From an optimization exercise on the open Yosys and OpenROAD flow, aimed at small area, a short achievable clock period and few clock cycles per item; shortcuts taken in it are not production practice. In this exercise RTL edits were held to simulation tests only and were not proved equivalent to the original.

## flow/config.mk

```make
export PLATFORM = sky130hd
export DESIGN_NAME = fir_top
export DESIGN_NICKNAME = fir_top
export VERILOG_FILES = /design/flow/design.v
export SDC_FILE = /design/flow/constraint.sdc
export NUM_CORES = 4
export LEC_CHECK = 0
export CAP_MARGIN = 20
export CORE_MARGIN = 2
export CORE_UTILIZATION = 65
export CTS_BUF_LIST = sky130_fd_sc_hd__clkbuf_8
export CTS_CLUSTER_SIZE = 30
export SETUP_SLACK_MARGIN = 5
export SLEW_MARGIN = 20
export SYNTH_HIERARCHICAL = 1
```

## flow/constraint.sdc

```tcl
create_clock -name core_clock -period 10.0 [get_ports {clk}]
set_input_delay 2.0000 -clock core_clock [delete_from_list [all_inputs] [get_ports {clk}]]
set_output_delay 2.0000 -clock core_clock [all_outputs]
set_load 0.01 [all_outputs]
```

## flow/design.v

```verilog
module fir_top (
    input  wire       clk,
    input  wire       resetN,
    input  wire       sampleClk,
    input  wire [7:0] sample,
    output wire [7:0] sum,
    output reg        dav
);
   reg [7:0] h1, h2, h3, h4, h5, h6, h7, h8;
   reg [8:0] s34, s25, s16;
   reg [9:0] m3;
   reg [18:0] t1a;
   reg [17:0] t1b;
   reg [3:0] ic;
   wire busy = ~ic[3] | ~ic[2];
   wire en = sampleClk | busy;
   wire [7:0] xin = busy ? 8'd0 : sample;
   wire s_1, c_2;
   ha us_1 (h2[0], h3[0], s_1, c_2);
   wire s_3, c_4;
   ha us_3 (h2[1], h3[1], s_3, c_4);
   wire s_5, c_6;
   ha us_5 (h2[2], h3[2], s_5, c_6);
   wire s_7, c_8;
   ha us_7 (h2[3], h3[3], s_7, c_8);
   wire s_9, c_10;
   ha us_9 (h2[4], h3[4], s_9, c_10);
   wire s_11, c_12;
   ha us_11 (h2[5], h3[5], s_11, c_12);
   wire s_13, c_14;
   ha us_13 (h2[6], h3[6], s_13, c_14);
   wire s_15, c_16;
   ha us_15 (h2[7], h3[7], s_15, c_16);
   wire s_17, c_18;
   ha us_17 (h2[7], h3[7], s_17, c_18);
   wire G_19 = c_4 | (s_3 & c_2);
   wire G_21 = c_6 | (s_5 & c_4);
   wire P_22 = s_5 & s_3;
   wire G_23 = c_8 | (s_7 & c_6);
   wire P_24 = s_7 & s_5;
   wire G_25 = c_10 | (s_9 & c_8);
   wire P_26 = s_9 & s_7;
   wire G_27 = c_12 | (s_11 & c_10);
   wire P_28 = s_11 & s_9;
   wire G_29 = c_14 | (s_13 & c_12);
   wire P_30 = s_13 & s_11;
   wire G_31 = c_16 | (s_15 & c_14);
   wire P_32 = s_15 & s_13;
   wire G_33 = c_18 | (s_17 & c_16);
   wire P_34 = s_17 & s_15;
   wire G_35 = G_21 | (P_22 & c_2);
   wire G_37 = G_23 | (P_24 & G_19);
   wire G_39 = G_25 | (P_26 & G_21);
   wire P_40 = P_26 & P_22;
   wire G_41 = G_27 | (P_28 & G_23);
   wire P_42 = P_28 & P_24;
   wire G_43 = G_29 | (P_30 & G_25);
   wire P_44 = P_30 & P_26;
   wire G_45 = G_31 | (P_32 & G_27);
   wire P_46 = P_32 & P_28;
   wire G_47 = G_33 | (P_34 & G_29);
   wire P_48 = P_34 & P_30;
   wire G_49 = G_39 | (P_40 & c_2);
   wire G_51 = G_41 | (P_42 & G_19);
   wire G_53 = G_43 | (P_44 & G_35);
   wire G_55 = G_45 | (P_46 & G_37);
   wire G_57 = G_47 | (P_48 & G_39);
   wire P_58 = P_48 & P_40;
   wire G_59 = G_57 | (P_58 & c_2);
   wire [8:0] s34n;
   assign s34n[0] = ~(s_1);
   assign s34n[1] = ~(s_3 ^ c_2);
   assign s34n[2] = ~(s_5 ^ G_19);
   assign s34n[3] = ~(s_7 ^ G_35);
   assign s34n[4] = ~(s_9 ^ G_37);
   assign s34n[5] = ~(s_11 ^ G_49);
   assign s34n[6] = ~(s_13 ^ G_51);
   assign s34n[7] = ~(s_15 ^ G_53);
   assign s34n[8] = s_17 ^ G_55;
   wire s_61, c_62;
   ha us_61 (h1[0], h4[0], s_61, c_62);
   wire s_63, c_64;
   ha us_63 (h1[1], h4[1], s_63, c_64);
   wire s_65, c_66;
   ha us_65 (h1[2], h4[2], s_65, c_66);
   wire s_67, c_68;
   ha us_67 (h1[3], h4[3], s_67, c_68);
   wire s_69, c_70;
   ha us_69 (h1[4], h4[4], s_69, c_70);
   wire s_71, c_72;
   ha us_71 (h1[5], h4[5], s_71, c_72);
   wire s_73, c_74;
   ha us_73 (h1[6], h4[6], s_73, c_74);
   wire s_75, c_76;
   ha us_75 (h1[7], h4[7], s_75, c_76);
   wire s_77, c_78;
   ha us_77 (h1[7], h4[7], s_77, c_78);
   wire G_79 = c_64 | (s_63 & c_62);
   wire G_81 = c_66 | (s_65 & c_64);
   wire P_82 = s_65 & s_63;
   wire G_83 = c_68 | (s_67 & c_66);
   wire P_84 = s_67 & s_65;
   wire G_85 = c_70 | (s_69 & c_68);
   wire P_86 = s_69 & s_67;
   wire G_87 = c_72 | (s_71 & c_70);
   wire P_88 = s_71 & s_69;
   wire G_89 = c_74 | (s_73 & c_72);
   wire P_90 = s_73 & s_71;
   wire G_91 = c_76 | (s_75 & c_74);
   wire P_92 = s_75 & s_73;
   wire G_93 = c_78 | (s_77 & c_76);
   wire P_94 = s_77 & s_75;
   wire G_95 = G_81 | (P_82 & c_62);
   wire G_97 = G_83 | (P_84 & G_79);
   wire G_99 = G_85 | (P_86 & G_81);
   wire P_100 = P_86 & P_82;
   wire G_101 = G_87 | (P_88 & G_83);
   wire P_102 = P_88 & P_84;
   wire G_103 = G_89 | (P_90 & G_85);
   wire P_104 = P_90 & P_86;
   wire G_105 = G_91 | (P_92 & G_87);
   wire P_106 = P_92 & P_88;
   wire G_107 = G_93 | (P_94 & G_89);
   wire P_108 = P_94 & P_90;
   wire G_109 = G_99 | (P_100 & c_62);
   wire G_111 = G_101 | (P_102 & G_79);
   wire G_113 = G_103 | (P_104 & G_95);
   wire G_115 = G_105 | (P_106 & G_97);
   wire G_117 = G_107 | (P_108 & G_99);
   wire P_118 = P_108 & P_100;
   wire G_119 = G_117 | (P_118 & c_62);
   wire [8:0] s25n;
   assign s25n[0] = ~(s_61);
   assign s25n[1] = ~(s_63 ^ c_62);
   assign s25n[2] = ~(s_65 ^ G_79);
   assign s25n[3] = ~(s_67 ^ G_95);
   assign s25n[4] = ~(s_69 ^ G_97);
   assign s25n[5] = ~(s_71 ^ G_109);
   assign s25n[6] = ~(s_73 ^ G_111);
   assign s25n[7] = ~(s_75 ^ G_113);
   assign s25n[8] = s_77 ^ G_115;
   wire s_121, c_122;
   ha us_121 (xin[0], h5[0], s_121, c_122);
   wire s_123, c_124;
   ha us_123 (xin[1], h5[1], s_123, c_124);
   wire s_125, c_126;
   ha us_125 (xin[2], h5[2], s_125, c_126);
   wire s_127, c_128;
   ha us_127 (xin[3], h5[3], s_127, c_128);
   wire s_129, c_130;
   ha us_129 (xin[4], h5[4], s_129, c_130);
   wire s_131, c_132;
   ha us_131 (xin[5], h5[5], s_131, c_132);
   wire s_133, c_134;
   ha us_133 (xin[6], h5[6], s_133, c_134);
   wire s_135, c_136;
   ha us_135 (xin[7], h5[7], s_135, c_136);
   wire s_137, c_138;
   ha us_137 (xin[7], h5[7], s_137, c_138);
   wire G_139 = c_124 | (s_123 & c_122);
   wire G_141 = c_126 | (s_125 & c_124);
   wire P_142 = s_125 & s_123;
   wire G_143 = c_128 | (s_127 & c_126);
   wire P_144 = s_127 & s_125;
   wire G_145 = c_130 | (s_129 & c_128);
   wire P_146 = s_129 & s_127;
   wire G_147 = c_132 | (s_131 & c_130);
   wire P_148 = s_131 & s_129;
   wire G_149 = c_134 | (s_133 & c_132);
   wire P_150 = s_133 & s_131;
   wire G_151 = c_136 | (s_135 & c_134);
   wire P_152 = s_135 & s_133;
   wire G_153 = c_138 | (s_137 & c_136);
   wire P_154 = s_137 & s_135;
   wire G_155 = G_141 | (P_142 & c_122);
   wire G_157 = G_143 | (P_144 & G_139);
   wire G_159 = G_145 | (P_146 & G_141);
   wire P_160 = P_146 & P_142;
   wire G_161 = G_147 | (P_148 & G_143);
   wire P_162 = P_148 & P_144;
   wire G_163 = G_149 | (P_150 & G_145);
   wire P_164 = P_150 & P_146;
   wire G_165 = G_151 | (P_152 & G_147);
   wire P_166 = P_152 & P_148;
   wire G_167 = G_153 | (P_154 & G_149);
   wire P_168 = P_154 & P_150;
   wire G_169 = G_159 | (P_160 & c_122);
   wire G_171 = G_161 | (P_162 & G_139);
   wire G_173 = G_163 | (P_164 & G_155);
   wire G_175 = G_165 | (P_166 & G_157);
   wire G_177 = G_167 | (P_168 & G_159);
   wire P_178 = P_168 & P_160;
   wire G_179 = G_177 | (P_178 & c_122);
   wire [8:0] s16n;
   assign s16n[0] = ~(s_121);
   assign s16n[1] = ~(s_123 ^ c_122);
   assign s16n[2] = ~(s_125 ^ G_139);
   assign s16n[3] = ~(s_127 ^ G_155);
   assign s16n[4] = ~(s_129 ^ G_157);
   assign s16n[5] = ~(s_131 ^ G_169);
   assign s16n[6] = ~(s_133 ^ G_171);
   assign s16n[7] = ~(s_135 ^ G_173);
   assign s16n[8] = s_137 ^ G_175;
   wire s_181, c_182;
   ha us_181 (xin[1], xin[0], s_181, c_182);
   wire s_183, c_184;
   ha us_183 (xin[2], xin[1], s_183, c_184);
   wire s_185, c_186;
   ha us_185 (xin[3], xin[2], s_185, c_186);
   wire s_187, c_188;
   ha us_187 (xin[4], xin[3], s_187, c_188);
   wire s_189, c_190;
   ha us_189 (xin[5], xin[4], s_189, c_190);
   wire s_191, c_192;
   ha us_191 (xin[6], xin[5], s_191, c_192);
   wire s_193, c_194;
   ha us_193 (xin[7], xin[6], s_193, c_194);
   wire s_195, c_196;
   ha us_195 (xin[7], xin[7], s_195, c_196);
   wire s_197, c_198;
   ha us_197 (xin[7], xin[7], s_197, c_198);
   wire G_199 = c_182 | (s_181 & 1'b0);
   wire G_201 = c_184 | (s_183 & c_182);
   wire P_202 = s_183 & s_181;
   wire G_203 = c_186 | (s_185 & c_184);
   wire P_204 = s_185 & s_183;
   wire G_205 = c_188 | (s_187 & c_186);
   wire P_206 = s_187 & s_185;
   wire G_207 = c_190 | (s_189 & c_188);
   wire P_208 = s_189 & s_187;
   wire G_209 = c_192 | (s_191 & c_190);
   wire P_210 = s_191 & s_189;
   wire G_211 = c_194 | (s_193 & c_192);
   wire P_212 = s_193 & s_191;
   wire G_213 = c_196 | (s_195 & c_194);
   wire P_214 = s_195 & s_193;
   wire G_215 = c_198 | (s_197 & c_196);
   wire P_216 = s_197 & s_195;
   wire G_217 = G_201 | (P_202 & 1'b0);
   wire G_219 = G_203 | (P_204 & G_199);
   wire G_221 = G_205 | (P_206 & G_201);
   wire P_222 = P_206 & P_202;
   wire G_223 = G_207 | (P_208 & G_203);
   wire P_224 = P_208 & P_204;
   wire G_225 = G_209 | (P_210 & G_205);
   wire P_226 = P_210 & P_206;
   wire G_227 = G_211 | (P_212 & G_207);
   wire P_228 = P_212 & P_208;
   wire G_229 = G_213 | (P_214 & G_209);
   wire P_230 = P_214 & P_210;
   wire G_231 = G_215 | (P_216 & G_211);
   wire P_232 = P_216 & P_212;
   wire G_233 = G_221 | (P_222 & 1'b0);
   wire G_235 = G_223 | (P_224 & G_199);
   wire G_237 = G_225 | (P_226 & G_217);
   wire G_239 = G_227 | (P_228 & G_219);
   wire G_241 = G_229 | (P_230 & G_221);
   wire P_242 = P_230 & P_222;
   wire G_243 = G_231 | (P_232 & G_223);
   wire P_244 = P_232 & P_224;
   wire G_245 = G_241 | (P_242 & 1'b0);
   wire G_247 = G_243 | (P_244 & G_199);
   wire [9:0] m3n;
   assign m3n[0] = ~(xin[0]);
   assign m3n[1] = ~(s_181 ^ 1'b0);
   assign m3n[2] = ~(s_183 ^ G_199);
   assign m3n[3] = ~(s_185 ^ G_217);
   assign m3n[4] = ~(s_187 ^ G_219);
   assign m3n[5] = ~(s_189 ^ G_233);
   assign m3n[6] = ~(s_191 ^ G_235);
   assign m3n[7] = ~(s_193 ^ G_237);
   assign m3n[8] = ~(s_195 ^ G_239);
   assign m3n[9] = s_197 ^ G_245;
   wire s_249, c_250;
   fa us_249 (s25[0], ~h7[0], 1'b1, s_249, c_250);
   wire s_251, c_252;
   fa us_251 (~s34[0], s25[1], 1'b1, s_251, c_252);
   wire s_253, c_254;
   xr xs_253 (h7[1], c_250, s_253);
   nr ns_253 (h7[1], ~c_250, c_254);
   wire s_255, c_256;
   fa us_255 (~s34[1], s25[2], s25[0], s_255, c_256);
   wire s_257, c_258;
   fa us_257 (s16[0], ~h7[2], c_252, s_257, c_258);
   wire s_259, c_260;
   ha us_259 (s_255, c_254, s_259, c_260);
   wire s_261, c_262;
   fa us_261 (~s34[2], s34[0], 1'b1, s_261, c_262);
   wire s_263, c_264;
   fa us_263 (s25[3], s25[1], s16[1], s_263, c_264);
   wire s_265, c_266;
   fa us_265 (~h7[3], h7[0], h8[0], s_265, c_266);
   wire s_267, c_268;
   fa us_267 (c_256, s_261, s_263, s_267, c_268);
   wire s_269, c_270;
   fa us_269 (s_265, c_258, c_260, s_269, c_270);
   wire s_271, c_272;
   fa us_271 (~s34[3], s34[1], 1'b1, s_271, c_272);
   wire s_273, c_274;
   fa us_273 (s25[4], s25[2], s25[0], s_273, c_274);
   wire s_275, c_276;
   fa us_275 (s16[2], s16[0], h7[1], s_275, c_276);
   wire s_277, c_278;
   fa us_277 (~h7[4], h8[1], c_262, s_277, c_278);
   wire s_279, c_280;
   fa us_279 (c_264, c_266, s_271, s_279, c_280);
   wire s_281, c_282;
   fa us_281 (s_273, s_275, c_268, s_281, c_282);
   wire s_283, c_284;
   fa us_283 (s_277, s_279, c_270, s_283, c_284);
   wire s_285, c_286;
   fa us_285 (s34[4], h7[5], h7[0], s_285, c_286);
   wire s_287, c_288;
   fa us_287 (s34[2], s25[5], s25[3], s_287, c_288);
   wire s_289, c_290;
   fa us_289 (s25[1], s16[3], s16[1], s_289, c_290);
   wire s_291, c_292;
   fa us_291 (h7[2], h8[2], c_272, s_291, c_292);
   wire s_293, c_294;
   fa us_293 (c_274, c_276, s_287, s_293, c_294);
   wire s_295, c_296;
   fa us_295 (~s_285, s_289, c_278, s_295, c_296);
   wire s_297, c_298;
   fa us_297 (c_280, s_291, s_293, s_297, c_298);
   wire s_299, c_300;
   fa us_299 (c_282, s_295, s_297, s_299, c_300);
   wire s_301, c_302;
   fa us_301 (s34[5], h7[6], h7[1], s_301, c_302);
   wire s_303, c_304;
   fa us_303 (s34[3], s25[6], s25[4], s_303, c_304);
   wire s_305, c_306;
   fa us_305 (s25[2], s16[4], s16[2], s_305, c_306);
   wire s_307, c_308;
   fa us_307 (s16[0], h7[3], h8[3], s_307, c_308);
   wire s_309, c_310;
   fa us_309 (~c_286, c_288, c_290, s_309, c_310);
   wire s_311, c_312;
   fa us_311 (~s_301, s_303, s_305, s_311, c_312);
   wire s_313, c_314;
   fa us_313 (s_307, c_292, c_294, s_313, c_314);
   wire s_315, c_316;
   fa us_315 (s_309, s_311, c_296, s_315, c_316);
   wire s_317, c_318;
   fa us_317 (c_298, s_313, s_315, s_317, c_318);
   wire s_319, c_320;
   fa us_319 (~s34[6], s34[4], s34[0], s_319, c_320);
   wire s_321, c_322;
   fa us_321 (s25[7], s25[5], s25[3], s_321, c_322);
   wire s_323, c_324;
   fa us_323 (s16[5], s16[3], s16[1], s_323, c_324);
   wire s_325, c_326;
   fa us_325 (h7[7], h7[4], h8[4], s_325, c_326);
   wire s_327, c_328;
   fa us_327 (h7[2], c_302, ~c_304, s_327, c_328);
   wire s_329, c_330;
   fa us_329 (c_306, c_308, s_319, s_329, c_330);
   wire s_331, c_332;
   fa us_331 (s_321, s_323, s_325, s_331, c_332);
   wire s_333, c_334;
   fa us_333 (c_310, c_312, ~s_327, s_333, c_334);
   wire s_335, c_336;
   fa us_335 (s_329, s_331, c_314, s_335, c_336);
   wire s_337, c_338;
   fa us_337 (s_333, c_316, s_335, s_337, c_338);
   wire s_339, c_340;
   fa us_339 (s34[7], s25[0], h7[3], s_339, c_340);
   wire s_341, c_342;
   fa us_341 (s34[5], s34[1], s25[8], s_341, c_342);
   wire s_343, c_344;
   fa us_343 (s25[6], s25[4], s16[6], s_343, c_344);
   wire s_345, c_346;
   fa us_345 (s16[4], s16[2], h7[5], s_345, c_346);
   wire s_347, c_348;
   fa us_347 (h8[5], c_320, c_322, s_347, c_348);
   wire s_349, c_350;
   fa us_349 (c_324, c_326, s_341, s_349, c_350);
   wire s_351, c_352;
   fa us_351 (~s_339, s_343, s_345, s_351, c_352);
   wire s_353, c_354;
   fa us_353 (~c_328, c_330, c_332, s_353, c_354);
   wire s_355, c_356;
   fa us_355 (s_347, s_349, s_351, s_355, c_356);
   wire s_357, c_358;
   fa us_357 (c_334, s_353, s_355, s_357, c_358);
   wire s_359, c_360;
   ha us_359 (c_336, s_357, s_359, c_360);
   wire s_361, c_362;
   fa us_361 (s34[8], s25[1], h7[4], s_361, c_362);
   wire s_363, c_364;
   fa us_363 (s34[6], s34[2], s25[7], s_363, c_364);
   wire s_365, c_366;
   fa us_365 (s25[5], s16[7], s16[5], s_365, c_366);
   wire s_367, c_368;
   fa us_367 (s16[3], h7[6], h8[6], s_367, c_368);
   wire s_369, c_370;
   fa us_369 (~c_340, c_342, c_344, s_369, c_370);
   wire s_371, c_372;
   fa us_371 (c_346, s_363, s_365, s_371, c_372);
   wire s_373, c_374;
   fa us_373 (~s_361, s_367, c_348, s_373, c_374);
   wire s_375, c_376;
   fa us_375 (c_350, c_352, s_369, s_375, c_376);
   wire s_377, c_378;
   fa us_377 (s_371, c_354, s_373, s_377, c_378);
   wire s_379, c_380;
   fa us_379 (c_356, s_375, s_377, s_379, c_380);
   wire s_381, c_382;
   ha us_381 (c_358, c_360, s_381, c_382);
   wire s_383, c_384;
   fa us_383 (s34[7], s34[3], 1'b1, s_383, c_384);
   wire s_385, c_386;
   fa us_385 (s34[0], s25[2], h7[7], s_385, c_386);
   wire s_387, c_388;
   fa us_387 (s25[8], s25[6], s16[8], s_387, c_388);
   wire s_389, c_390;
   fa us_389 (s16[6], s16[4], ~h7[5], s_389, c_390);
   wire s_391, c_392;
   fa us_391 (h8[7], c_362, ~c_364, s_391, c_392);
   wire s_393, c_394;
   fa us_393 (c_366, c_368, s_383, s_393, c_394);
   wire s_395, c_396;
   fa us_395 (~s_385, s_387, s_389, s_395, c_396);
   wire s_397, c_398;
   fa us_397 (c_370, c_372, ~s_391, s_397, c_398);
   wire s_399, c_400;
   fa us_399 (s_393, s_395, c_374, s_399, c_400);
   wire s_401, c_402;
   fa us_401 (c_376, s_397, c_378, s_401, c_402);
   wire s_403, c_404;
   fa us_403 (s_399, c_380, s_401, s_403, c_404);
   wire s_405, c_406;
   fa us_405 (s34[8], s34[4], s25[7], s_405, c_406);
   wire s_407, c_408;
   fa us_407 (s34[1], s25[3], h7[6], s_407, c_408);
   wire s_409, c_410;
   fa us_409 (s16[7], s16[5], c_384, s_409, c_410);
   wire s_411, c_412;
   fa us_411 (~c_386, c_388, c_390, s_411, c_412);
   wire s_413, c_414;
   fa us_413 (~s_405, s_407, c_392, s_413, c_414);
   wire s_415, c_416;
   fa us_415 (c_394, c_396, s_409, s_415, c_416);
   wire s_417, c_418;
   fa us_417 (s_411, c_398, ~s_413, s_417, c_418);
   wire s_419, c_420;
   fa us_419 (s_415, c_400, s_417, s_419, c_420);
   wire s_421, c_422;
   ha us_421 (c_402, s_419, s_421, c_422);
   wire s_423, c_424;
   fa us_423 (s34[5], s25[8], s16[8], s_423, c_424);
   wire s_425, c_426;
   fa us_425 (s34[2], s25[4], ~s16[6], s_425, c_426);
   wire s_427, c_428;
   fa us_427 (h7[7], c_406, ~c_408, s_427, c_428);
   wire s_429, c_430;
   fa us_429 (s_423, ~s_425, c_410, s_429, c_430);
   wire s_431, c_432;
   fa us_431 (c_412, s_427, ~c_414, s_431, c_432);
   wire s_433, c_434;
   fa us_433 (c_416, s_429, c_418, s_433, c_434);
   wire s_435, c_436;
   fa us_435 (s_431, c_420, s_433, s_435, c_436);
   wire s_437, c_438;
   fa us_437 (s34[6], ~s34[3], 1'b1, s_437, c_438);
   wire s_439, c_440;
   fa us_439 (~s25[5], s16[7], c_424, s_439, c_440);
   wire s_441, c_442;
   fa us_441 (~c_426, s_437, c_428, s_441, c_442);
   wire s_443, c_444;
   fa us_443 (s_439, c_430, s_441, s_443, c_444);
   wire s_445, c_446;
   fa us_445 (c_432, s_443, c_434, s_445, c_446);
   wire s_447, c_448;
   fa us_447 (s34[7], ~s34[4], 1'b1, s_447, c_448);
   wire s_449, c_450;
   fa us_449 (~s25[6], s16[8], c_438, s_449, c_450);
   wire s_451, c_452;
   fa us_451 (s_447, c_440, s_449, s_451, c_452);
   wire s_453, c_454;
   fa us_453 (c_442, s_451, c_444, s_453, c_454);
   wire s_455, c_456;
   fa us_455 (s34[8], ~s34[5], 1'b1, s_455, c_456);
   wire s_457, c_458;
   fa us_457 (~s25[7], c_448, s_455, s_457, c_458);
   wire s_459, c_460;
   fa us_459 (c_450, s_457, c_452, s_459, c_460);
   wire s_461, c_462;
   ha us_461 (s34[6], s25[8], s_461, c_462);
   wire s_463, c_464;
   fa us_463 (~s_461, c_456, c_458, s_463, c_464);
   wire s_465, c_466;
   xr xs_465 (s34[7], c_462, s_465);
   nr ns_465 (s34[7], c_462, c_466);
   wire [18:0] t1an = {s34[8], c_464, c_460, c_454, c_446, c_436, c_422, c_404, c_382, s_379, c_338, c_318, c_300, c_284, s_281, s_267, s_257, s_251, s_249};
   wire [17:0] t1bn = {c_466, s_465, s_463, s_459, s_453, s_445, s_435, s_421, s_403, s_381, s_359, s_337, s_317, s_299, s_283, s_269, s_259, s_253};
   wire s_467, c_468;
   fa us_467 (~t1a[1], t1b[0], h1[1], s_467, c_468);
   wire s_469, c_470;
   fa us_469 (t1a[2], t1b[1], ~h1[2], s_469, c_470);
   wire s_471, c_472;
   fa us_471 (t1a[3], t1b[2], m3[0], s_471, c_472);
   wire s_473, c_474;
   xr xs_473 (h1[3], c_470, s_473);
   nr ns_473 (h1[3], ~c_470, c_474);
   wire s_475, c_476;
   fa us_475 (t1a[4], t1b[3], m3[1], s_475, c_476);
   wire s_477, c_478;
   fa us_477 (~h1[4], c_472, s_475, s_477, c_478);
   wire s_479, c_480;
   fa us_479 (t1a[5], t1b[4], m3[2], s_479, c_480);
   wire s_481, c_482;
   fa us_481 (~h1[5], c_476, s_479, s_481, c_482);
   wire s_483, c_484;
   fa us_483 (t1a[6], t1b[5], m3[3], s_483, c_484);
   wire s_485, c_486;
   fa us_485 (~h1[6], c_480, s_483, s_485, c_486);
   wire s_487, c_488;
   fa us_487 (t1a[7], t1b[6], m3[4], s_487, c_488);
   wire s_489, c_490;
   fa us_489 (h1[7], c_484, s_487, s_489, c_490);
   wire s_491, c_492;
   fa us_491 (t1a[8], t1b[7], 1'b1, s_491, c_492);
   wire s_493, c_494;
   fa us_493 (m3[5], c_488, s_491, s_493, c_494);
   wire s_495, c_496;
   fa us_495 (t1a[9], t1b[8], m3[6], s_495, c_496);
   wire s_497, c_498;
   ha us_497 (c_492, s_495, s_497, c_498);
   wire s_499, c_500;
   fa us_499 (t1a[10], t1b[9], m3[7], s_499, c_500);
   wire s_501, c_502;
   ha us_501 (c_496, s_499, s_501, c_502);
   wire s_503, c_504;
   fa us_503 (t1a[11], t1b[10], m3[8], s_503, c_504);
   wire s_505, c_506;
   ha us_505 (c_500, s_503, s_505, c_506);
   wire s_507, c_508;
   fa us_507 (t1a[12], t1b[11], m3[9], s_507, c_508);
   wire s_509, c_510;
   ha us_509 (c_504, s_507, s_509, c_510);
   wire s_511, c_512;
   fa us_511 (t1a[13], t1b[12], c_508, s_511, c_512);
   wire s_513, c_514;
   ha us_513 (t1a[14], t1b[13], s_513, c_514);
   wire s_515, c_516;
   ha us_515 (t1a[15], t1b[14], s_515, c_516);
   wire s_517, c_518;
   ha us_517 (t1a[16], t1b[15], s_517, c_518);
   wire s_519, c_520;
   ha us_519 (t1a[17], t1b[16], s_519, c_520);
   wire s_521, c_522;
   xr xs_521 (t1a[18], t1b[17], s_521);
   nr ns_521 (t1a[18], ~t1b[17], c_522);
   wire s_523, c_524;
   xr xs_523 (t1a[0], h1[0], s_523);
   nr ns_523 (h1[0], ~t1a[0], c_524);
   wire s_525, c_526;
   xr xs_525 (c_468, s_469, s_525);
   nr ns_525 (c_468, ~s_469, c_526);
   wire s_527, c_528;
   xr xs_527 (s_471, s_473, s_527);
   nr ns_527 (s_473, ~s_471, c_528);
   wire s_529, c_530;
   ha us_529 (c_474, s_477, s_529, c_530);
   wire s_531, c_532;
   ha us_531 (c_478, s_481, s_531, c_532);
   wire s_533, c_534;
   ha us_533 (c_482, s_485, s_533, c_534);
   wire s_535, c_536;
   ha us_535 (c_486, s_489, s_535, c_536);
   wire s_537, c_538;
   ha us_537 (c_490, s_493, s_537, c_538);
   wire s_539, c_540;
   ha us_539 (c_494, s_497, s_539, c_540);
   wire s_541, c_542;
   ha us_541 (c_498, s_501, s_541, c_542);
   wire s_543, c_544;
   ha us_543 (c_502, s_505, s_543, c_544);
   wire s_545, c_546;
   ha us_545 (c_506, s_509, s_545, c_546);
   wire s_547, c_548;
   ha us_547 (c_510, s_511, s_547, c_548);
   wire s_549, c_550;
   ha us_549 (c_512, s_513, s_549, c_550);
   wire s_551, c_552;
   ha us_551 (c_514, s_515, s_551, c_552);
   wire s_553, c_554;
   ha us_553 (c_516, s_517, s_553, c_554);
   wire s_555, c_556;
   ha us_555 (c_518, s_519, s_555, c_556);
   wire s_557, c_558;
   xr xs_557 (c_520, s_521, s_557);
   nr ns_557 (s_521, ~c_520, c_558);
   wire s_559, c_560;
   ha us_559 (c_522, 1'b1, s_559, c_560);
   wire G_561 = 1'b0 | (~s_467 & c_524);
   wire G_563 = c_526 | (~s_525 & 1'b0);
   wire P_564 = ~s_525 & ~s_467;
   wire G_565 = c_528 | (~s_527 & c_526);
   wire P_566 = ~s_527 & ~s_525;
   wire G_567 = c_530 | (s_529 & c_528);
   wire P_568 = s_529 & ~s_527;
   wire G_569 = c_532 | (s_531 & c_530);
   wire P_570 = s_531 & s_529;
   wire G_571 = c_534 | (s_533 & c_532);
   wire P_572 = s_533 & s_531;
   wire G_573 = c_536 | (s_535 & c_534);
   wire P_574 = s_535 & s_533;
   wire G_575 = c_538 | (s_537 & c_536);
   wire P_576 = s_537 & s_535;
   wire G_577 = c_540 | (s_539 & c_538);
   wire P_578 = s_539 & s_537;
   wire G_579 = c_542 | (s_541 & c_540);
   wire P_580 = s_541 & s_539;
   wire G_581 = c_544 | (s_543 & c_542);
   wire P_582 = s_543 & s_541;
   wire G_583 = c_546 | (s_545 & c_544);
   wire P_584 = s_545 & s_543;
   wire G_585 = c_548 | (s_547 & c_546);
   wire P_586 = s_547 & s_545;
   wire G_587 = c_550 | (s_549 & c_548);
   wire P_588 = s_549 & s_547;
   wire G_589 = c_552 | (s_551 & c_550);
   wire P_590 = s_551 & s_549;
   wire G_591 = c_554 | (s_553 & c_552);
   wire P_592 = s_553 & s_551;
   wire G_593 = c_556 | (s_555 & c_554);
   wire P_594 = s_555 & s_553;
   wire G_595 = c_558 | (~s_557 & c_556);
   wire P_596 = ~s_557 & s_555;
   wire G_597 = c_560 | (s_559 & c_558);
   wire P_598 = s_559 & ~s_557;
   wire G_599 = G_563 | (P_564 & c_524);
   wire G_601 = G_565 | (P_566 & G_561);
   wire G_603 = G_567 | (P_568 & G_563);
   wire P_604 = P_568 & P_564;
   wire G_605 = G_569 | (P_570 & G_565);
   wire P_606 = P_570 & P_566;
   wire G_607 = G_571 | (P_572 & G_567);
   wire P_608 = P_572 & P_568;
   wire G_609 = G_573 | (P_574 & G_569);
   wire P_610 = P_574 & P_570;
   wire G_611 = G_575 | (P_576 & G_571);
   wire P_612 = P_576 & P_572;
   wire G_613 = G_577 | (P_578 & G_573);
   wire P_614 = P_578 & P_574;
   wire G_615 = G_579 | (P_580 & G_575);
   wire P_616 = P_580 & P_576;
   wire G_617 = G_581 | (P_582 & G_577);
   wire P_618 = P_582 & P_578;
   wire G_619 = G_583 | (P_584 & G_579);
   wire P_620 = P_584 & P_580;
   wire G_621 = G_585 | (P_586 & G_581);
   wire P_622 = P_586 & P_582;
   wire G_623 = G_587 | (P_588 & G_583);
   wire P_624 = P_588 & P_584;
   wire G_625 = G_589 | (P_590 & G_585);
   wire P_626 = P_590 & P_586;
   wire G_627 = G_591 | (P_592 & G_587);
   wire P_628 = P_592 & P_588;
   wire G_629 = G_593 | (P_594 & G_589);
   wire P_630 = P_594 & P_590;
   wire G_631 = G_595 | (P_596 & G_591);
   wire P_632 = P_596 & P_592;
   wire G_633 = G_597 | (P_598 & G_593);
   wire P_634 = P_598 & P_594;
   wire G_635 = G_603 | (P_604 & c_524);
   wire G_637 = G_605 | (P_606 & G_561);
   wire G_639 = G_607 | (P_608 & G_599);
   wire G_641 = G_609 | (P_610 & G_601);
   wire G_643 = G_611 | (P_612 & G_603);
   wire P_644 = P_612 & P_604;
   wire G_645 = G_613 | (P_614 & G_605);
   wire P_646 = P_614 & P_606;
   wire G_647 = G_615 | (P_616 & G_607);
   wire P_648 = P_616 & P_608;
   wire G_649 = G_617 | (P_618 & G_609);
   wire P_650 = P_618 & P_610;
   wire G_651 = G_619 | (P_620 & G_611);
   wire P_652 = P_620 & P_612;
   wire G_653 = G_621 | (P_622 & G_613);
   wire P_654 = P_622 & P_614;
   wire G_655 = G_623 | (P_624 & G_615);
   wire P_656 = P_624 & P_616;
   wire G_657 = G_625 | (P_626 & G_617);
   wire P_658 = P_626 & P_618;
   wire G_659 = G_627 | (P_628 & G_619);
   wire P_660 = P_628 & P_620;
   wire G_661 = G_629 | (P_630 & G_621);
   wire P_662 = P_630 & P_622;
   wire G_663 = G_631 | (P_632 & G_623);
   wire P_664 = P_632 & P_624;
   wire G_665 = G_633 | (P_634 & G_625);
   wire P_666 = P_634 & P_626;
   wire G_667 = G_643 | (P_644 & c_524);
   wire G_669 = G_645 | (P_646 & G_561);
   wire G_671 = G_647 | (P_648 & G_599);
   wire G_673 = G_649 | (P_650 & G_601);
   wire G_675 = G_651 | (P_652 & G_635);
   wire G_677 = G_653 | (P_654 & G_637);
   wire G_679 = G_655 | (P_656 & G_639);
   wire G_681 = G_657 | (P_658 & G_641);
   wire G_683 = G_659 | (P_660 & G_643);
   wire P_684 = P_660 & P_644;
   wire G_685 = G_661 | (P_662 & G_645);
   wire P_686 = P_662 & P_646;
   wire G_687 = G_663 | (P_664 & G_647);
   wire P_688 = P_664 & P_648;
   wire G_689 = G_665 | (P_666 & G_649);
   wire P_690 = P_666 & P_650;
   wire G_691 = G_683 | (P_684 & c_524);
   wire G_693 = G_685 | (P_686 & G_561);
   wire G_695 = G_687 | (P_688 & G_599);
   wire G_697 = G_689 | (P_690 & G_601);
   wire [19:0] r;
   assign r[0] = ~s_523;
   assign r[1] = ~s_467 ^ c_524;
   assign r[2] = ~s_525 ^ G_561;
   assign r[3] = ~s_527 ^ G_599;
   assign r[4] = s_529 ^ G_601;
   assign r[5] = s_531 ^ G_635;
   assign r[6] = s_533 ^ G_637;
   assign r[7] = s_535 ^ G_639;
   assign r[8] = s_537 ^ G_641;
   assign r[9] = s_539 ^ G_667;
   assign r[10] = s_541 ^ G_669;
   assign r[11] = s_543 ^ G_671;
   assign r[12] = s_545 ^ G_673;
   assign r[13] = s_547 ^ G_675;
   assign r[14] = s_549 ^ G_677;
   assign r[15] = s_551 ^ G_679;
   assign r[16] = s_553 ^ G_681;
   assign r[17] = s_555 ^ G_691;
   assign r[18] = ~s_557 ^ G_693;
   assign r[19] = s_559 ^ G_695;
   wire c7;
   carry7 uc7 (r[9:3], sample[6:0], c7);
   wire up0, sp0, sn0, up1, sp1, sn1, up, sp, sn;
   presel ups0 (r[19:10], sample[7], 1'b0, up0, sp0, sn0);
   presel ups1 (r[19:10], sample[7], 1'b1, up1, sp1, sn1);
   mux3 upsm (c7, {up0, sp0, sn0}, {up1, sp1, sn1}, {up, sp, sn});
   reg [7:0] rq;
   reg upq, spq, snq;
   wire [7:0] rinc = rq + upq;
   assign sum = spq ? 8'h7f : snq ? 8'h80 : rinc;
   always @(posedge clk, negedge resetN)
     if (!resetN) begin
        ic <= 4'd0;
        dav <= 1'b0;
     end else begin
        if (busy) ic <= ic + 4'd1;
        dav <= sampleClk & ~busy;
     end
   always @(posedge clk) begin
      rq <= r[18:11];
      upq <= up; spq <= sp; snq <= sn;
      if (en) begin
         t1a <= t1an; t1b <= t1bn;
         s34 <= s34n; s25 <= s25n; s16 <= s16n;
         m3 <= m3n;
         h1 <= xin; h2 <= h1; h3 <= h2; h4 <= h3;
         h5 <= h4; h6 <= h5; h7 <= h6; h8 <= h7;
      end
   end
endmodule
module carry7 (input [6:0] a, input [6:0] b, output c);
   wire [7:0] s = {1'b0, a} + {1'b0, b};
   assign c = s[7];
endmodule
module presel (input [9:0] r, input x7, input c, output up, output sp, output sn);
   wire signed [8:0] rs = r[9:1];
   wire nx = ~x7;
   wire n0 = ~r[0] & ~nx & ~c;
   wire n3 = r[0] & nx & c;
   assign up = (r[0] & nx) | (r[0] & c) | (nx & c);
   assign sp = (rs >= 9'sd129) | ((rs == 9'sd128) & ~n0) | ((rs == 9'sd127) & n3);
   assign sn = (rs <= -9'sd130) | ((rs == -9'sd129) & ~n3) | ((rs == -9'sd128) & n0);
endmodule
module mux3 (input s, input [2:0] a, input [2:0] b, output [2:0] y);
   assign y = s ? b : a;
endmodule
module fa (input a, input b, input c, output s, output co);
   assign s = a ^ b ^ c;
   assign co = (a & b) | (a & c) | (b & c);
endmodule
module ha (input a, input b, output s, output co);
   assign s = a ^ b;
   assign co = a & b;
endmodule
module xr (input a, input b, output y);
   assign y = a ^ b;
endmodule
module nr (input a, input b, output y);
   assign y = ~(a | b);
endmodule
module anb (input a, input b, output y);
   assign y = ~a & b;
endmodule
```

## flow/run.sh

```bash
#!/bin/bash
# synth_recipe.tcl (not shown) runs the flow's synth.tcl, then flattens the netlist and writes it again
# the make line also repeats each setting of config.mk as NAME=value (left out here)
make -C /OpenROAD-flow-scripts/flow DESIGN_CONFIG=/design/flow/config.mk WORK_HOME=/design/flow/orfs CLKGATE_MAP_FILE= SYNTH_SCRIPT=/design/flow/synth_recipe.tcl finish
```

==> flow_summary.ini, run 1 <==
[timing]
worstMarginPinSlew_ns = 0.932
hold_violations = 0
slew_violations = 0
rsz0062_at_grt = false
fmaxAchievable_mhz = 227
min_period_ns = 4.40
relSlewSlack_pct = 37.8
finClkSkew_ns = 0.0237
tns_ns = 0
setup_viol = 0
post-route-period-util_pct = 44.0

[clock_tree]
cts_buffers = 17
cts_tree = built
clk-insertion-delay-late_ns = 0.45
clk_pin_slew_worst_paths_ns = 0.09
numClockSinks = 154
post_cts_buffers = 0
holdBufCountCts = 0
ctsResizeCount = 0
clockBufferDepth = 2
cts-root-buf = clkbuf_8
htreeDepth = 4

[finish]
final_cell_mix = edfxtp_1, fa_1, ha_1
nNetsFinal = 960
diodes = 0
layout_commonest_cell = edfxtp_1
layout-drive-gt1-share_pct = 6.80
final_util_pct = 71.9
area_growth_syn_to_layout_pct = 9.08
design_area_um2 = 10900

[synth]
yosys-top-cells-area = edfxtp_1, fa_1, ha_1, xor2_1, inv_1
synthesis.area_um2 = 9950
async_flop_share_pct = 3.25
yosysTopAreaCell = edfxtp_1
yosys_warnings = 7
synth_edf_count = 138
ys_ff_latch = 154
yosysSeqAreaShare_pct = 45.1
synthCells = 702
synth_cell_types = 47
avgSynthCellArea_um2 = 14.2
synth.top_cell.area_share_pct = 41.7
synth_ff_type = edfxtp_1

[hold_path]
hold_start = h6[6]
min_to = h7[6]
hold_class = reg2reg
min_path_cells = 0

[routing]
drcViolationCount = 0
drt_pass1_iterations = 4
wl_per_cell_um = 19.7
vias_per_cell = 5.77
route.final.wire_length_um = 18800
ant_nets = 0
drt_iter0_drc = 428
vias = 5501

[floorplan]
die_h_um = 128
die_x_um = 128
initial_core_util_pct = 65.9
ios = 20
core_um2 = 15100
row_count = 45
die-area_um2 = 16300

[place]
dp_hpwl_um = 15000
postPlaceCellArea_um2 = 10400
gp_congestion = 0.921
port_buffers = 19

[grt]
grt_max_degree = 79
grt_overflow = 0
grt_first_pass_wirelength_um = 30100
grt_antenna_before_repair = 0
grt_pass1_vias = 5822
track_usage_pct = 25.2

[critical_path]
cp.required_ns = 10.33
r2r_start = m3[3]
reg2reg_depth = 13
critical_path_arrival_ns = 4.73
startpoint_type = flop
rrSetupSlack_ns = 5.60
endpoint_kind = flop
critical_path.max_fanout = 5
critPathKind = reg2reg
reg2reg_to = snq

[outcome]
status = complete, no violations

[job]
cap_violations = 0
## synth_stat cells (2+ instances only)
| master | number |
|---|---|
| nand3_1 | 11 |
| o41ai_2 | 3 |
| inv_1 | 65 |
| a21o_1 | 16 |
| nor3_1 | 10 |
| xnor2_1 | 22 |
| maj3_1 | 2 |
| a211o_1 | 4 |
| or4_1 | 4 |
| edfxtp_1 | 138 |
| nand2b_1 | 5 |
| nor2_1 | 32 |
| a21oi_1 | 30 |
| fa_1 | 120 |
| mux2_2 | 4 |
| or2_2 | 5 |
| conb_1 | 2 |
| a31oi_1 | 3 |
| dfxtp_1 | 11 |
| nand4_1 | 3 |
| clkbuf_1 | 3 |
| nand4b_1 | 2 |
| o31ai_1 | 2 |
| or4_4 | 2 |
| o41ai_1 | 4 |
| ha_1 | 77 |
| and3_1 | 17 |
| xor2_1 | 33 |
| nor2b_1 | 2 |
| o21a_1 | 6 |
| dfrtp_1 | 5 |
| o21ai_0 | 17 |
| nand2_1 | 28 |
## per-stage QoR
| stage | setup slack [ns] | hold slack (ns) | cells |
|---|---|---|---|
| 2_1_floorplan | 5.87 | 0.400 | 716 |
| 3_3_place_gp | 5.48 | 0.401 | 921 |
| 3_5_place_dp | 5.41 | 0.405 | 921 |
| 4_1_cts | 5.63 | 0.429 | 953 |
| 5_1_grt | 5.36 | 0.434 | 953 |
| 6_report | 5.60 | 0.428 | 953 |
## final cells by class
type,count,area (um^2)
clock buffer,17,234
clock inverter,15,193
fill,1028,4240
inverter,65,244
multi-input combinational,494,5260
sequential,154,4490
tap,188,235
timing repair buffer,20,198
## registers in the layout (all words and copies together), names as in the netlist, 4 cells and up
| signal | count |
|---|---|
| s25 | 9 |
| h6 | 8 |
| h1 | 8 |
| t1b | 18 |
| m3 | 10 |
| h7 | 8 |
| h2 | 8 |
| h8 | 8 |
| h4 | 8 |
| s16 | 9 |
| t1a | 19 |
| rq | 8 |
| ic | 4 |
| h3 | 8 |
| h5 | 8 |
| s34 | 9 |
## kinds of logic after synthesis
group	Yosys count	share of synthesized area, %
xor gates and xnor gates	55	4.84
adders and majority gates	199	34.0
and+or+nand+nor	124	6.45
muxes	4	0.453
buffers and inverters	68	2.57
AOI/OAI and AO/OA	96	6.44
DFF	154	45.1
other	2	0.0755
## per-layer routing
metal | wire [um] | share of wire, % | GRT usage [%]
met1 | 7720 | 41 | 33.5
met2 | 9680 | 52 | 42.6
met3 | 1050 | 5.6 | 5.09
met4 | 336 | 1.8 | 7.50
met5 | 0 | 0 | 0
## worst max-delay path by stage
stage / from / to / slack, ns / cells past startpoint
3_5_place_dp: sample[1] / m3[9] / 5.41 / 10
3_3_place_gp: sample[1] / m3[9] / 5.48 / 10
6_report: m3[3] / snq / 5.60 / 13
4_1_cts: m3[3] / snq / 5.63 / 13
2_1_floorplan: sampleClk / h1[0] / 5.87 / 1
5_1_grt: h1[2] / snq / 5.36 / 14
## per-module statistics from Yosys (local to each module, per instance)
module / cells / flops+latches / cell area [um^2] / copies in the design
nr: 1 / 0 / 3.75 / 8
xr: 1 / 0 / 8.76 / 7
fa: 1 / 0 / 20.0 / 120
carry7: 14 / 0 / 125 / 1
mux3: 3 / 0 / 33.8 / 1
fir_top: 464 / 154 / 6320 / 1
presel: 11 / 0 / 86.3 / 2
ha: 1 / 0 / 12.5 / 64
## critical path: stages (launching register included)
cell	delay (ns)
edfxtp_1	0.45
fa_1	0.52
fa_1	0.41
ha_1	0.39
and3_1	0.18
o31ai_1	0.11
a21boi_0	0.36
o21ai_0	0.20
o21ai_0	0.23
xor2_1	0.33
nand4b_1	0.14
or4_1	0.51
and3_1	0.20
mux2_2	0.25
Testbench counts, summed over its fixed seeds: cycles 12,008, items 12,000.
==> inputs of run 2 (changes only) <==
==> flow/flow/run.sh (new file) <==
#!/bin/bash
# The standard layout (the standard.sh: ORFS from synthesis to the final
# layout), with timing repair aiming at a larger setup margin than the flow
# settings allow. make's output goes to flow_make.log; each ORFS step writes
# its own log under orfs/logs, copied here at the end.
set -euo pipefail
bash standard.sh SETUP_SLACK_MARGIN=6.0 finish > flow_make.log 2>&1
cp orfs/logs/*/fir_top/base/*.log . 2>/dev/null || true
==> flow/standard.sh (new file) <==
#!/bin/bash
# synth_recipe.tcl (not shown) runs the flow's synth.tcl, then flattens the netlist and writes it again
# the make line also repeats each setting of config.mk as NAME=value (left out here)
make -C /OpenROAD-flow-scripts/flow DESIGN_CONFIG=/design/flow/config.mk WORK_HOME=/design/flow/orfs CLKGATE_MAP_FILE= SYNTH_SCRIPT=/design/flow/synth_recipe.tcl "${@:-finish}"
--- a/flow/config.mk
+++ b/flow/config.mk
@@ -7,7 +7,7 @@
 export LEC_CHECK = 0
 export CAP_MARGIN = 20
 export CORE_MARGIN = 2
-export CORE_UTILIZATION = 65
+export CORE_UTILIZATION = 75
 export CTS_BUF_LIST = sky130_fd_sc_hd__clkbuf_8
 export CTS_CLUSTER_SIZE = 30
 export SETUP_SLACK_MARGIN = 5
removed: flow/run.sh
==> run 2 against run 1 <==
Against the previous run: fmax rose by 2.0%; cell count rose by 0.10%; synthesized cell count did not move; critical endpoint unchanged.
==> flow_summary.ini, run 2 <==
[critical_path]
crit_top_cell = fa_1
reg2reg_to = snq
crit_family = adder cells
reg2reg_depth = 14
crit_path_start = m3[2]
slowest_delay_ns = 0.61
path_buf_inv = 1
cp.required_ns = 10.40
r2r_start = m3[2]
crit_cells = 14
critPathCapture = snq
critical_path.max_fanout = 5
crit_slowest_cell = fa_1
rrSetupSlack_ns = 5.69
startpoint_type = flop
critical_path_arrival_ns = 4.71
path_cells = fa_1, fa_1, ha_4, a21o_1, a21oi_2, and2_4, o21ai_2, a21oi_1, xnor2_1, or4_4, o41ai_4, buf_4, and3_4, mux2_4
endpoint_kind = flop
critPathKind = reg2reg

[synth]
synth_xor_area_share_pct = 4.84
ys_ff_latch = 154
synthCells = 702
synth_common_cells = edfxtp_1, fa_1, ha_1
synth_ff_type = edfxtp_1
synth.top_cell.area_share_pct = 41.7
yosysTopAreaCell = edfxtp_1
synth_cell_types = 47
synth_edf_count = 138
avgSynthCellArea_um2 = 14.2
synthAdderAreaFrac_pct = 34.0
yosys.area_share.simple_pct = 6.45
yosys_warnings = 7
synth_top_family_by_area = adder cells
yosys-top-cells-area = edfxtp_1, fa_1, ha_1, xor2_1, inv_1
synth_compound_area_share_pct = 6.44
yosysSeqAreaShare_pct = 45.1
synthesis.area_um2 = 9950
synth.area.mux_share_pct = 0.453
async_flop_share_pct = 3.25
synth.most_common_cell = edfxtp_1

[routing]
drt_pass1_iterations = 5
vias = 6151
drcViolationCount = 0
drt_iter0_drc = 712
ant_nets = 0
vias_per_cell = 6.45
route.final.wire_length_um = 22800
wl_per_cell_um = 23.9

[timing]
relSlewSlack_pct = 44.0
worstMarginPinSlew_ns = 0.841
setup_viol = 0
rsz0062_at_grt = true
min_period_ns = 4.31
fmaxAchievable_mhz = 232
slew_violations = 0
post-route-period-util_pct = 43.1
finClkSkew_ns = 0.0160
tns_ns = 0
hold_violations = 0

[grt]
track_usage_pct = 32.1
grt_antenna_before_repair = 0
grt_max_degree = 79
grt_overflow = 0
grt_first_pass_wirelength_um = 33000
grt_pass1_vias = 6344

[finish]
multi_input_area_um2 = 5480
layout-drive-gt1-share_pct = 12.0
area_growth_syn_to_layout_pct = 11.9
nNetsFinal = 973
seqCellArea_um2 = 4490
layout_commonest_cell = edfxtp_1
final_cell_mix = edfxtp_1, fa_1, ha_1
largest_register_ffs = 19
regMostFlops = t1a
fillers = 595
top_regs = t1a (19), t1b (18), m3 (10)
diodes = 0

[hold_path]
hold_start = h6[2]
hold_class = reg2reg

[place]
dp_hpwl_um = 16000
gp_congestion = 0.971
port_buffers = 19

[floorplan]
die_x_um = 119
ios = 20
die-area_um2 = 14200
die_h_um = 119
initial_core_util_pct = 76.0
row_count = 42
core_um2 = 13100

[outcome]
status = complete, no violations

[clock_tree]
htreeDepth = 4
cts_buffers = 17
clk_pin_slew_worst_paths_ns = 0.09
clk-insertion-delay-late_ns = 0.46
cts_tree = built
numClockSinks = 154
holdBufCountCts = 0
cts-root-buf = clkbuf_8
clockBufferDepth = 2

[job]
cap_violations = 0
==> run 2: cells by family after synthesis <==
| kind of cell | after synthesis |
|---|---|
| flops | 154 |
| other cells | 2 |
| mux | 4 |
| fa+ha+maj | 199 |
| buf+inv | 68 |
| xor+xnor | 55 |
| compound gates | 96 |
| simple gates | 124 |
==> run 2: timing repair <==
action / 4_1_cts / 5_1_grt
pin swaps: 15 / 12
buffers inserted: 7 / 6
gates resized for setup: 35 / 20
setup endpoints to repair: 12 / 87
==> run 2: worst min path at each step <==
| stage | to | cells past startpoint |
|---|---|---|
| 2_1_floorplan | h7[0] | 0 |
| 3_3_place_gp | h7[1] | 0 |
| 3_5_place_dp | h7[3] | 0 |
| 4_1_cts | h7[3] | 0 |
| 5_1_grt | h7[2] | 0 |
| 6_report | h7[2] | 0 |
==> run 2: stage by stage <==
step                      setup slack (ns)  util (%)  instance area [um^2]  hold slack, ns  instances
after floorplan                       6.05         -                 10000           0.400        716
after global placement                5.50      79.5                 10400           0.403        909
after detailed placement              5.39      79.5                 10400           0.405        909
after CTS                             5.74      84.1                 11000           0.426        948
after global routing                  5.61      85.0                 11100           0.434        954
final                                 5.69      85.0                 11100           0.426        954
==> run 2: layer usage <==
layer / part of all wire, % / wire, um / vias up / global-route usage, %
li1: - / - / 2588 / -
met1: 37 / 8380 / 3129 / 39.3
met2: 51 / 11600 / 326 / 54.2
met3: 7.5 / 1720 / 108 / 7.52
met4: 5.1 / 1170 / 0 / 15.6
met5: 0 / 0 / - / 0
==> run 2: Yosys stat by module, one instance, submodules excluded <==
module   flops+latches  area, um^2  cells  times used
fa                   0        20.0      1         120
ha                   0        12.5      1          64
xr                   0        8.76      1           7
presel               0        86.3     11           2
nr                   0        3.75      1           8
mux3                 0        33.8      3           1
fir_top            154        6320    464           1
carry7               0         125     14           1
==> run 2: layout make-up <==
cell class                 instances  share of cell area [%]
timing repair buffer              33                    2.70
tap                              176                    1.98
clock buffer                      17                    2.10
sequential                       154                    40.3
inverter                          65                    2.19
clock inverter                    15                    1.42
multi-input combinational        494                    49.3
==> run 2: worst reg2reg max path, cell delays in order, from the launching register on <==
cell      delay (ns)
edfxtp_1        0.41
fa_1            0.52
fa_1            0.61
ha_4            0.24
a21o_1          0.20
a21oi_2         0.20
and2_4          0.21
o21ai_2         0.09
a21oi_1         0.21
xnor2_1         0.19
or4_4           0.57
o41ai_4         0.32
buf_4           0.17
and3_4          0.17
mux2_4          0.14
==> inputs of run 3 (changes only) <==
--- a/flow/config.mk
+++ b/flow/config.mk
@@ -7,7 +7,7 @@
 export LEC_CHECK = 0
 export CAP_MARGIN = 20
 export CORE_MARGIN = 2
-export CORE_UTILIZATION = 75
+export CORE_UTILIZATION = 65
 export CTS_BUF_LIST = sky130_fd_sc_hd__clkbuf_8
 export CTS_CLUSTER_SIZE = 30
 export SETUP_SLACK_MARGIN = 5
==> run 3 against run 2 <==
Against the previous run: routed wire length is 18% lower; hold slack worse by 0.0013 ns; die area is 15% higher; critical path depth is 1 lower; register-to-register slack better by 0.15 ns; non-clock buffer count is 3 lower; critical endpoint is now spq.
==> flow_summary.ini, run 3 <==
[critical_path]
path_cells = fa_1, fa_1, ha_4, and3_1, o31ai_2, and2_4, o31a_1, buf_4, xnor2_2, or4_4, o41ai_4, a21oi_2, mux2_2
crit_slowest_cell = fa_1
endpoint_kind = flop
critical_path_arrival_ns = 4.49
startpoint_type = flop
cp.required_ns = 10.33
slowest_delay_ns = 0.57
reg2reg_depth = 13
critPathKind = reg2reg
critical_path.max_fanout = 5
path_buf_inv = 1
reg2reg_to = spq
r2r_start = t1b[5]
rrSetupSlack_ns = 5.84
crit_top_cell = fa_1
crit_family = adder cells

[synth]
yosysTopAreaCell = edfxtp_1
avgSynthCellArea_um2 = 14.2
async_flop_share_pct = 3.25
ys_ff_latch = 154
synth_ff_type = edfxtp_1
synth.top_cell.area_share_pct = 41.7
synth_common_cells = edfxtp_1, fa_1, ha_1
yosysSeqAreaShare_pct = 45.1
synth.most_common_cell = edfxtp_1
synth_edf_count = 138
synth_cell_types = 47
synthesis.area_um2 = 9950
yosys-top-cells-area = edfxtp_1, fa_1, ha_1, xor2_1, inv_1
synthCells = 702
yosys_warnings = 7

[grt]
grt_antenna_before_repair = 0
grt_util_met2_pct = 42.3
grt_pass1_vias = 5964
grt_max_degree = 82
track_usage_pct = 25.2
grt_busiest_layer = met2
grtUsageMet1_pct = 32.8
grt_overflow = 0
grt_first_pass_wirelength_um = 30300
met3_usage_pct = 5.22

[routing]
ant_nets = 0
drcViolationCount = 0
route.final.wire_length_um = 18700
drt_pass1_iterations = 5
vias_per_cell = 5.76
drt_iter0_drc = 391
wl_per_cell_um = 19.5
vias = 5543

[timing]
setup_viol = 0
tns_ns = 0
finClkSkew_ns = 0.0170
post-route-period-util_pct = 41.6
worstMarginPinSlew_ns = 0.808
hold_violations = 0
fmaxAchievable_mhz = 240
slew_violations = 0
relSlewSlack_pct = 46.2
min_period_ns = 4.16
rsz0062_at_grt = true

[hold_path]
hold_class = reg2reg
hold_start = h6[6]
min_path_cells = 0
min_to = h7[6]

[clock_tree]
numClockSinks = 154
htreeDepth = 4
clk_pin_slew_worst_paths_ns = 0.08
holdBufCountCts = 0
cts-root-buf = clkbuf_8
clk-insertion-delay-late_ns = 0.45
cts_buffers = 17
clockBufferDepth = 2
cts_tree = built

[finish]
design_area_um2 = 11100
layout-drive-gt1-share_pct = 12.6
nNetsFinal = 970
final_util_pct = 73.8
diodes = 0
layout_commonest_cell = edfxtp_1
regMostFlops = t1a
largest_register_ffs = 19
top_regs = t1a (19), t1b (18), m3 (10)
final_cell_mix = edfxtp_1, fa_1, ha_1
area_growth_syn_to_layout_pct = 11.9

[floorplan]
initial_core_util_pct = 65.9
ios = 20
core_um2 = 15100
row_count = 45
die_h_um = 128
die-area_um2 = 16300
die_x_um = 128

[job]
cap_violations = 0

[place]
gp_congestion = 0.909
dp_hpwl_um = 14800
postPlaceCellArea_um2 = 10400
port_buffers = 19

[outcome]
status = complete, no violations
-- run 3: cell counts after synthesis --
No cell type changed its count.
-- run 3: area by class of cell --
type,count,area (um^2)
Timing Repair Buffer,30,273
Clock inverter,15,155
Clock buffer,17,234
Sequential cell,154,4490
Multi-Input combinational cell,494,5500
Tap cell,188,235
Fill cell,972,3960
Inverter,65,244
-- run 3: stage by stage --
step | instances | setup WS (ns) | hold WS [ns]
floorplan | 716 | 6.05 | 0.400
global placement | 921 | 5.49 | 0.401
finish | 963 | 5.84 | 0.424
global route | 963 | 5.73 | 0.440
detailed placement | 921 | 5.44 | 0.406
CTS | 959 | 5.87 | 0.428
-- run 3: worst max path at each step --
stage | from | endpoint | depth (start not counted) | slack [ns]
floorplan | t1a[6] | spq | 13 | 6.05
global placement | sample[1] | m3[9] | 10 | 5.49
detailed placement | sample[1] | s16[8] | 10 | 5.44
CTS | t1b[5] | spq | 12 | 5.87
global route | t1b[4] | spq | 13 | 5.73
finish | t1b[5] | spq | 13 | 5.84
-- run 3: routing by layer --
layer / share of wire (%) / wire, um
met5: 0 / 0
met4: 2.9 / 550
met3: 3.5 / 658
met2: 50 / 9460
met1: 43 / 8070
-- run 3: repair_timing --
action | CTS | global route
setup buffers | 6 | 4
pin swaps | 13 | 13
endpoints found under the setup margin | 11 | 89
cloned | 0 | 0
gates resized for setup | 30 | 27
-- run 3: Yosys stat by module (local to each module, per instance), excerpt --
module / times used / flops+latches / cell area (um^2)
fa: 120 / 0 / 20.0
fir_top: 1 / 154 / 6320
ha: 64 / 0 / 12.5
mux3: 1 / 0 / 33.8
nr: 8 / 0 / 3.75
presel: 2 / 0 / 86.3
xr: 7 / 0 / 8.76
-- run 3: cell families after synthesis --
family | count (synthesis) | synth area share (%)
buffers and inverters | 68 | 2.57
adders and majority gates | 199 | 34.0
other | 2 | 0.0755
and+or+nand+nor | 124 | 6.45
AOI/OAI and AO/OA | 96 | 6.44
DFF | 154 | 45.1
xor gates and xnor gates | 55 | 4.84
muxes | 4 | 0.453
==> inputs of run 4 (changes only) <==
--- a/flow/flow/run.sh
+++ b/flow/flow/run.sh
@@ -4,5 +4,5 @@
 # settings allow. make's output goes to flow_make.log; each ORFS step writes
 # its own log under orfs/logs, copied here at the end.
 set -euo pipefail
-bash standard.sh SETUP_SLACK_MARGIN=6.0 finish > flow_make.log 2>&1
+bash standard.sh SETUP_SLACK_MARGIN=6.2 finish > flow_make.log 2>&1
 cp orfs/logs/*/fir_top/base/*.log . 2>/dev/null || true
==> run 4 against run 3 <==
Against the previous run: critical path depth is the same; first-iteration DRC count grew 5.9%; highest routed layer unchanged; still clean on timing, DRC and antenna; largest cell class unchanged; die area unchanged; flip-flop and latch count stayed put; critical endpoint is now snq.
==> flow_summary.ini, run 4 <==
[outcome]
status = complete, no violations

[timing]
hold_violations = 0
tns_ns = 0
min_period_ns = 4.08
rsz0062_at_grt = true
slew_violations = 0
relSlewSlack_pct = 53.3
finClkSkew_ns = 0.0256
worstMarginPinSlew_ns = 0.700
worst_slack_ns = 5.92
fmaxAchievable_mhz = 245
post-route-period-util_pct = 40.8
hold_ws_ns = 0.423
setup_viol = 0

[critical_path]
crit_slowest_cell = fa_1
path_cells = fa_1, fa_1, ha_4, and3_4, o31ai_2, a21boi_2, o21ai_1, o21ai_0, xor2_1, nand4b_1, or4_1, and3_1, mux2_2
crit_top_cell = fa_1
critical_path.max_fanout = 4
startpoint_type = flop
critical_path_arrival_ns = 4.42
cp.required_ns = 10.34
path_buf_inv = 0
crit_cells = 13
endpoint_kind = flop
critPathKind = reg2reg
reg2reg_depth = 13
slowest_delay_ns = 0.57
crit_family = adder cells

[synth]
yosys_warnings = 7
yosysSeqAreaShare_pct = 45.1
synthesis.area_um2 = 9950
avgSynthCellArea_um2 = 14.2
ys_ff_latch = 154
yosysTopAreaCell = edfxtp_1
yosys-top-cells-area = edfxtp_1, fa_1, ha_1, xor2_1, inv_1
synth.top_cell.area_share_pct = 41.7
synth_cell_types = 47
synth_edf_count = 138
synth_common_cells = edfxtp_1, fa_1, ha_1
async_flop_share_pct = 3.25
synth_ff_type = edfxtp_1
synth.most_common_cell = edfxtp_1
synthCells = 702

[finish]
regMostFlops = t1a
diodes = 0
layout-drive-gt1-share_pct = 14.8
top_regs = t1a (19), t1b (18), m3 (10)
largest_register_ffs = 19
final_cell_mix = edfxtp_1, fa_1, ha_1
area_growth_syn_to_layout_pct = 12.3
nNetsFinal = 974
layout_commonest_cell = edfxtp_1
fillers = 988

[routing]
drt_iter0_drc = 414
vias = 5600
route.final.wire_length_um = 19800
ant_nets = 0
drt_pass1_iterations = 5
wl_per_cell_um = 20.5
vias_per_cell = 5.79
drcViolationCount = 0

[place]
gp_congestion = 0.938
port_buffers = 19
dp_slack_ns = 5.52
dp_hpwl_um = 15300

[clock_tree]
clk_pin_slew_worst_paths_ns = 0.09
cts_tree = built
cts-root-buf = clkbuf_8
numClockSinks = 154
htreeDepth = 4
clk-insertion-delay-late_ns = 0.45
clockBufferDepth = 2
cts_buffers = 17

[floorplan]
ios = 20
die_h_um = 128
die_x_um = 128
die-area_um2 = 16300
core_um2 = 15100
initial_core_util_pct = 65.9
row_count = 45

[hold_path]
hold_class = reg2reg
min_path_cells = 0

[grt]
track_usage_pct = 25.8
grt_overflow = 0
grt_max_degree = 91
grt_first_pass_wirelength_um = 30900
grt_pass1_vias = 5907
grt_antenna_before_repair = 0

[job]
cap_violations = 0
==> run 4: changes by cell type in the layout (fill, tap and decap cells not counted), moves of 3 or more <==
cell,previous run,this run
clkinv_4,2,5
o41ai_2,2,5
inv_6,6,3
dfxtp_2,0,3
nand3_2,0,3
and3_1,14,11
a21oi_2,10,7
clkdlybuf4s50_1,13,10
buf_2,0,4
nand3_1,11,6
o21ai_1,6,2
dfxtp_1,11,8
a21oi_1,21,24
==> run 4: cell families (layout without fill, tap and decap cells) <==
kind of cell	Yosys count	in the layout	share of synthesized area, %
AOI/OAI and AO/OA	96	96	6.44
xor gates and xnor gates	55	55	4.84
adders and majority gates	199	199	34.0
buffers and inverters	68	131	2.57
DFF	154	154	45.1
muxes	4	4	0.453
other	2	16	0.0755
and+or+nand+nor	124	124	6.45
==> run 4: repair_timing <==
action,CTS,global route
pin swaps,7,14
setup buffers,14,0
endpoints found under the setup margin,105,75
cloned,0,0
hold buffers,0,0
resized for setup,38,35
==> run 4: layout make-up <==
cell class | instances | area, um^2 | area share [%]
clock buffer | 17 | 234 | 2.10
inverter | 65 | 244 | 2.18
clock inverter | 15 | 126 | 1.13
sequential | 154 | 4490 | 40.2
tap | 188 | 235 | 2.11
timing repair buffer | 34 | 292 | 2.61
multi-input combinational | 494 | 5540 | 49.6
==> run 4: through the flow <==
stage               utilization [%]  instance area [um^2]  std cells
finish                         74.0                 11200        967
global route                   74.0                 11200        967
CTS                            72.9                 11000        967
detailed placement             69.5                 10500        921
global placement               69.5                 10500        921
floorplan                         -                 10100        716
==> run 4: worst reg2reg max path, cell delays in order, from the launching register on <==
cell and delay, ns:
edfxtp_1 0.43, fa_1 0.57, fa_1 0.45, ha_4 0.31, and3_4 0.18, o31ai_2 0.09, a21boi_2 0.22, o21ai_1 0.13
o21ai_0 0.22, xor2_1 0.30, nand4b_1 0.15, or4_1 0.50, and3_1 0.16, mux2_2 0.25
==> run 4: worst paths after layout <==
check,start,endpoint,slack [ns]
worst min register to register,h6[6],h7[6],0.42
max in group asynchronous,resetN,ic[0],8.06
min in group asynchronous,resetN,dav,1.75
worst max register to register,t1a[5],snq,5.92
worst min-delay path,h6[6],h7[6],0.42
worst max-delay path,t1a[5],snq,5.92
==> run 4: layer usage <==
layer,routed length (um),up-vias,global-route usage [%]
li1,-,2576,-
met1,8510,2825,34.1
met2,9950,150,43.3
met3,800,49,4.80
met4,522,0,9.83
met5,0,-,0
==> run 4: Yosys stat by module (local to each module, per instance) <==
module,cell area [um^2],copies in the design
presel,86.3,2
ha,12.5,64
nr,3.75,8
fir_top,6320,1
carry7,125,1
mux3,33.8,1
xr,8.76,7
fa,20.0,120

## what the ideal ports hide
The results above use ideal ports. As a check the final layouts listed here were re-extracted and re-timed, cells and wires unchanged. Step 1 (the two cells are an assumption about what drives the block):
set clk [get_ports {clk}]
set_driving_cell -lib_cell sky130_fd_sc_hd__clkbuf_16 $clk
set_driving_cell -lib_cell sky130_fd_sc_hd__buf_2 [delete_from_list [all_inputs] $clk]
Step 2 times the ports against the registers' clock, not the clock port: input delays grow and output delays shrink by t, the midpoint of the rising clock arrivals with the driver on. a / b / c = ideal ports / drivers / drivers and shift; a / b = the first two.
run | t (ns) | setup slack, ns | worst setup path after step 2 | slew at the worst register clock pin (ns) | cell pins on the clock port's net
run 1 | 0.482 | 5.602 / 5.602 / 5.351 | input to register | 0.11 / 0.11 | 1
run 2 | 0.488 | 5.688 / 5.688 / 5.416 | input to register | 0.09 / 0.09 | 1
run 3 | 0.485 | 5.840 / 5.840 / 5.596 | input to register | 0.10 / 0.10 | 1
run 4 | 0.480 | 5.922 / 5.922 / 5.770 | input to register | 0.10 / 0.10 | 1
After both steps setup and hold are still met in every run listed. For run 2, which loses most, drivers alone change the setup slack by 0.000 ns; drivers and shift together by -0.272 ns.
